Context: an optimization exercise on an open-source flow, tuned for small area. The choices shown serve that exercise and are no tape-out recipe.
The RTL was checked by simulation tests, not by an equivalence proof against the original design.
No activity file was given, so power comes from the tool's default toggle rates.

run a:
Design mst_fifo_top, start of the top module:
module mst_fifo_top (
  input wire HRST_N,
  input wire MLTCN,  
  input wire STREN,  
  input wire ERDIS,  
  input wire R_OOB,
  input wire W_OOB,  
  input wire WAKEUP_N, 
  input wire CLK,
  input wire [31:0] DATA_I,   
  input wire [3:0]  BE_I,
  output wire [31:0] DATA_O,  
  output wire [3:0]  BE_O,
  output wire DT_OE_N,        
  output wire BE_OE_N,        
  input wire RXF_N,     
  input wire TXE_N,
  output wire WR_N,     
  output wire SIWU_N,
  output wire RD_N,
  output wire OE_N,
  output wire [3:0] debug_sig,
  output wire [3:0] STRER
);
  assign debug_sig[0]   = WAKEUP_N; 
  assign debug_sig[3:1] = 3'b101;
  wire [31:0] tp_data;
  wire [3:0]  tp_be;
  wire tp_dt_oe_n;
  wire tp_be_oe_n;
  wire tp_siwu_n;
  wire tp_wr_n;      
  wire tp_rd_n;
  wire tp_oe_n;
  wire [3:0] tp_debug_sig;
  wire [3:0] tp_seq_err;
  wire [31:0] tc_data;
  wire [3:0]  tc_be;
  wire tc_rst_n;
  wire tc_clk;
  wire tc_txe_n;
  wire tc_rxf_n;
  wire tc_mltcn;
  wire tc_stren;
  wire tc_bus16;
  wire tc_erdis;
  wire tc_r_oob;
  wire tc_w_oob;
  wire [3:0] tc_mst_rd_n;
  wire [3:0] tc_mst_wr_n; 
  mst_fifo_io i0_io (
    .HRST_N	(HRST_N),
    .SRST_N	(1'b1),
    .MLTCN	(MLTCN), 
    .STREN	(STREN), 
    .ERDIS	(ERDIS), 
    .MST_RD_N	(4'h0),   
    .MST_WR_N	(4'h0), 
    .R_OOB	(R_OOB), 
    .W_OOB	(W_OOB), 
    .CLK		(CLK),
    .DATA_I	(DATA_I),
    .BE_I	(BE_I),
    .DATA_O	(DATA_O),
    .BE_O	(BE_O),
    .DT_OE_N	(DT_OE_N),
    .BE_OE_N	(BE_OE_N),
    .RXF_N	(RXF_N),   
    .TXE_N	(TXE_N),
    .WR_N	(WR_N),
  ...
==> flow/config.mk <==
export PLATFORM = sky130hd
export DESIGN_NAME = mst_fifo_top
export DESIGN_NICKNAME = mst_fifo_top
export VERILOG_FILES = /design/flow/design.v
export SDC_FILE = /design/flow/constraint.sdc
export NUM_CORES = 4
export LEC_CHECK = 0
export CAP_MARGIN = 20
export CORE_MARGIN = 2
export CORE_UTILIZATION = 65
export SLEW_MARGIN = 20
==> flow/constraint.sdc <==
create_clock -name core_clock -period 10.0 [get_ports {CLK}]
set_input_delay 2.0000 -clock core_clock [delete_from_list [all_inputs] [get_ports {CLK}]]
set_output_delay 2.0000 -clock core_clock [all_outputs]
set_load 0.01 [all_outputs]
standard.sh (not shown) runs the stock make flow with config.mk's settings and CLKGATE_MAP_FILE= SYNTH_SCRIPT=/design/flow/synth_recipe.tcl, a recipe that flattens the netlist after the stock synthesis.
==> flow/flow/run.sh <==
#!/bin/bash
# Layout flow: the standard flow (standard.sh) with these changes.
#  - Synthesis is the standard flow's own script (synth_recipe.tcl) with an area-oriented
#    ABC mapping script (flow/area.abc) in place of ORFS's speed script.
#    Everything else, and every register, is as in the standard synthesis.
#  - Clock tree synthesis uses clkbuf_8 cells in clusters of up to 14 sinks
#    and 50 um, and inserts no dummy loads.
#  - Every input and output port still gets its buffer, a buf_1.
# Each tool's full output goes to a log file in this folder.
set -euo pipefail
W=$(pwd)
cat > "$W/own_synth.tcl" <<EOT
proc abc {args} {
  set i [lsearch -exact \$args -script]
  if {\$i >= 0} { set args [lreplace \$args [expr {\$i+1}] [expr {\$i+1}] $W/flow/area.abc] }
  puts "own_synth: abc \$args"
  yosys abc {*}\$args
}
source $W/synth_recipe.tcl
EOT
CTS="-sink_clustering_enable -repair_clock_nets -buf_list sky130_fd_sc_hd__clkbuf_8 -sink_clustering_size 14 -sink_clustering_max_diameter 50 -dont_use_dummy_load"
bash "$W/standard.sh" "SYNTH_SCRIPT=$W/own_synth.tcl" "CTS_ARGS=$CTS" "BUFFER_PORTS_ARGS=-buffer_cell sky130_fd_sc_hd__buf_1" finish > "$W/standard_flow.log" 2>&1
# keep the tools' own logs beside this flow's log
cp -r "$W/orfs/logs" "$W/orfs_logs" 2>/dev/null || true
==> flow/flow/area.abc <==
strash
&get -n
&fraig -x
&put
scorr
dc2
strash
dc2
strash
&get -n
&dch -f
&nf -R 1000
&put
&get -n
&dch -f
&nf -R 1000
&put
[inputs] run b vs run a
- CTS_BUF_LIST newly set to sky130_fd_sc_hd__clkbuf_8
- CTS_CLUSTER_DIAMETER newly set to 60
- CTS_CLUSTER_SIZE newly set to 12
==> flow/run.sh (new file) <==
#!/bin/bash
# synth_recipe.tcl (not shown) runs the flow's synth.tcl, then flattens the netlist and writes it again
# the make line also repeats each setting of config.mk as NAME=value (left out here)
make -C /OpenROAD-flow-scripts/flow DESIGN_CONFIG=/design/flow/config.mk WORK_HOME=/design/flow/orfs CLKGATE_MAP_FILE= SYNTH_SCRIPT=/design/flow/synth_recipe.tcl finish
removed: flow/flow/run.sh
removed: flow/flow/area.abc
removed: flow/standard.sh
### Flow results
Looking at the reports, run a completed the entire flow and the layout it produced met the timing, design-rule and antenna checks. Run b completed; timing, DRC and antenna clean. The count of placed standard cells in the final layout, fillers left out number comes out lower for run a vs run b. Of run a and run b, the run reporting the higher final critical-path share of the clock period was run a. From run a to run b, TritonCTS sink count did not move at all. Cmp run a and run b / share of total power in sequential cells / lower: run b. Highest clock rate (run b vs. run a) increases by more than 10%. Any difference in final core area utilization between run b and run a is small enough to ignore.

========
== job 1459 ==
mst_fifo_top, a different RTL version from the one above (not shown whole).
For scale: about 4200 cells after synthesis, ~2100 flip-flops, roughly 96 I/O pins, roughly 77000 sq um of cells after synthesis.
==> flow/design.v (excerpt) <==
module mst_fifo_top (
  input wire HRST_N,
  input wire MLTCN,  
  input wire STREN,  
  input wire ERDIS,  
  input wire R_OOB,
  input wire W_OOB,  
  input wire WAKEUP_N, 
  input wire CLK,
  input wire [31:0] DATA_I,   
  input wire [3:0]  BE_I,
  output wire [31:0] DATA_O,  
  output wire [3:0]  BE_O,
  output wire DT_OE_N,        
  output wire BE_OE_N,        
  input wire RXF_N,     
  input wire TXE_N,
  output wire WR_N,     
  output wire SIWU_N,
  output wire RD_N,
  output wire OE_N,
  output wire [3:0] debug_sig,
  output wire [3:0] STRER
);
export LEC_CHECK = 0
export CAP_MARGIN = 20
export CORE_MARGIN = 2
export CORE_UTILIZATION = 65
export SLEW_MARGIN = 20
create_clock -name core_clock -period 10.0 [get_ports {CLK}]
==> flow/flow/run.sh <==
#!/bin/bash
# Layout flow: the standard flow (standard.sh) with these changes.
#  - Synthesis is the standard flow's own script (synth_recipe.tcl) with an area-oriented
#    ABC mapping script (flow/area.abc) in place of ORFS's speed script.
#    Everything else, and every register, is as in the standard synthesis.
#  - Clock tree synthesis uses clkbuf_8 cells in clusters of up to 14 sinks
#    and 50 um, and inserts no dummy loads.
#  - Every input and output port still gets its buffer, a buf_1.
# Each tool's full output goes to a log file in this folder.
set -euo pipefail
W=$(pwd)
cat > "$W/own_synth.tcl" <<EOT
proc abc {args} {
  set i [lsearch -exact \$args -script]
  if {\$i >= 0} { set args [lreplace \$args [expr {\$i+1}] [expr {\$i+1}] $W/flow/area.abc] }
  puts "own_synth: abc \$args"
  yosys abc {*}\$args
}
source $W/synth_recipe.tcl
EOT
CTS="-sink_clustering_enable -repair_clock_nets -buf_list sky130_fd_sc_hd__clkbuf_8 -sink_clustering_size 14 -sink_clustering_max_diameter 50 -dont_use_dummy_load"
bash "$W/standard.sh" "SYNTH_SCRIPT=$W/own_synth.tcl" "CTS_ARGS=$CTS" "BUFFER_PORTS_ARGS=-buffer_cell sky130_fd_sc_hd__buf_1" finish > "$W/standard_flow.log" 2>&1
# keep the tools' own logs beside this flow's log
cp -r "$W/orfs/logs" "$W/orfs_logs" 2>/dev/null || true
==> flow/flow/area.abc <==
strash
&get -n
&fraig -x
&put
scorr
dc2
strash
dc2
strash
&get -n
&dch -f
&nf -R 1000
&put
&get -n
&dch -f
&nf -R 1000
&put
[inputs] job 1926 vs job 1459
Settings: changing CORE_UTILIZATION from 65 to 82; setting PLACE_DENSITY to 0.9 for the first time.
-- flow/flow/run.sh --
<<< job 1459, line 5
#    Everything else, and every register, is as in the standard synthesis.
#  - Clock tree synthesis uses clkbuf_8 cells in clusters of up to 14 sinks
#    and 50 um, and inserts no dummy loads.
#  - Every input and output port still gets its buffer, a buf_1.
>>> job 1926, line 5
#    Everything else, and every register, is as in the standard synthesis.
#  - Clock tree synthesis uses clkbuf_8 cells in clusters of up to 16 sinks
#    and 55 um, and inserts no dummy loads.
#  - Every input and output port still gets its buffer, a buf_1.
<<< job 1459, line 20
EOT
CTS="-sink_clustering_enable -repair_clock_nets -buf_list sky130_fd_sc_hd__clkbuf_8 -sink_clustering_size 14 -sink_clustering_max_diameter 50 -dont_use_dummy_load"
bash "$W/standard.sh" "SYNTH_SCRIPT=$W/own_synth.tcl" "CTS_ARGS=$CTS" "BUFFER_PORTS_ARGS=-buffer_cell sky130_fd_sc_hd__buf_1" finish > "$W/standard_flow.log" 2>&1
>>> job 1926, line 20
EOT
CTS="-sink_clustering_enable -repair_clock_nets -buf_list sky130_fd_sc_hd__clkbuf_8 -sink_clustering_size 16 -sink_clustering_max_diameter 55 -dont_use_dummy_load"
bash "$W/standard.sh" "SYNTH_SCRIPT=$W/own_synth.tcl" "CTS_ARGS=$CTS" "BUFFER_PORTS_ARGS=-buffer_cell sky130_fd_sc_hd__buf_1" finish > "$W/standard_flow.log" 2>&1
-- flow/flow/area.abc --
<<< job 1459, line 17
&put
>>> job 1926, line 17
&put
&get -n
&dch -f
&nf -R 1000
&put
--- outcome ---
For job 1926, the critical path's slowest cell was nor2_4, unlike job 1459, where it was xnor2_4.
met1 track utilization from global routing in job 1926 is 9.6 points above job 1459.
Against job 1459, job 1926 comes in about 5.3% lower on cell count.
Of job 1926 and job 1459, job 1459 shows the lower fraction of power consumed by combinational cells, with job 1926 above it.
Setup slack in job 1926 is smaller than in job 1459.
Job 1926 reports its critical path capture point as i6_ram.mem[21][31] while job 1459 reports i6_ram.mem[6][30].
Going from job 1459 to job 1926, post-synthesis area per instance roughly the same, total vias in the final route picked up an extra 4202, synthesized area comparable, met2 usage in global routing has increased, share of the final layout cell area in sequential cells climbed 0.88 points.
Relative to job 1926, the following input files were edited for job 9767:
Settings: PLACE_DENSITY changed from 0.9 to 0.85; CORE_UTILIZATION changed from 82 to 75.
==> results.txt <==
Job 9767 against job 1926: arrival time at the worst endpoint now smaller; wire length of the first global-routing pass now smaller; TritonCTS buffer count now larger; iteration-0 DRC count of the detailed router now smaller. Total power: job 9767 below job 1926. Utilization job 1926 -> job 9767: down. Re peak supply drop: job 1926 and job 9767 aren't equal, and the lower value belongs to job 1926. Between job 1926 and job 9767, part of the power in the clock network is lower for job 1926, job 9767 comes in above that. Worst slew slack as a fraction of its limit on job 9767 is ahead of job 1926. Diff job 9767..job 1926 | source-to-sink clock delay at the later pin of the worst-skew pair | negligible.
#### Input delta (job 8487 over job 9767)
Settings: PLACE_DENSITY: 0.85 -> unset; CORE_UTILIZATION: 75 -> 65.
[summary]
The vertical die dimension of job 8487 is higher than that of job 9767. Delta (job 8487 minus job 9767): die area picked up an extra 16000 sq um; initial antenna violation count picked up an extra 10; overall track demand over capacity in global routing lost 4.9 points; critical path depth lost 2; total wire length after detailed routing picked up an extra 6900 um. Going from job 9767 to job 8487, number of detailed-route iterations in the first pass moved down; logic gate share of total power higher.
--- input diff job 8487..job 6987 ---
Settings: setting GPL_ROUTABILITY_DRIVEN to 0 for the first time.
Results
- Core utilization delta (job 8487 -> job 6987): insignificant
- Changes observed in job 6987 relative to job 8487: average wire per standard cell higher, non-filler instance count after layout roughly the same, register-to-register setup slack lower, global-route wire length before repair higher.
- Slack of the critical path came out lower on job 6987 than on job 8487.
- Diff job 8487 -> job 6987: detailed-routed wire length on met3 shows an increase of 1.5%; final period demand of the worst path increased 0.39 ns.
- [job 6987] HPWL after detailed placement rose 0.97% relative to job 8487
- Changes observed in job 6987 relative to job 8487: global-route usage rose 0.37 points, hold slack now sits lower.

[what the ideal ports hide]
How much do the figures lean on ideal ports? The routed layouts below were timed once more, with nothing changed but the port constraints.
Step 1, drivers: a clkbuf_16 drives CLK and a buf_2 each remaining input, both assumed.
Step 2, shift: input delay + t, output delay - t, t = (earliest + latest rising clock arrival at the registers) / 2. This alone moves slack from input paths to output paths.
a / b / c = ideal ports / drivers / drivers and shift; a / b = the first two.
run	t, ns	slack for setup (ns)	slew at the worst register clock pin (ns)
run a	0.990	1.548 / 1.591 / 0.601	0.10 / 0.10
run b	1.061	2.818 / 2.858 / 1.797	0.09 / 0.09
job 1459	1.003	0.995 / 1.043 / 0.040	0.10 / 0.10
job 1926	0.944	0.631 / 0.664 / -0.280	0.12 / 0.12
job 9767	0.945	1.370 / 1.419 / 0.474	0.10 / 0.10
job 8487	0.986	1.530 / 1.575 / 0.589	0.10 / 0.10
job 6987	0.994	1.137 / 1.195 / 0.201	0.10 / 0.10
Met with ideal ports but missed after step 2: setup timing in job 1926. For run b, which loses most, drivers alone change the setup slack by +0.040 ns; drivers and shift together by -1.021 ns.
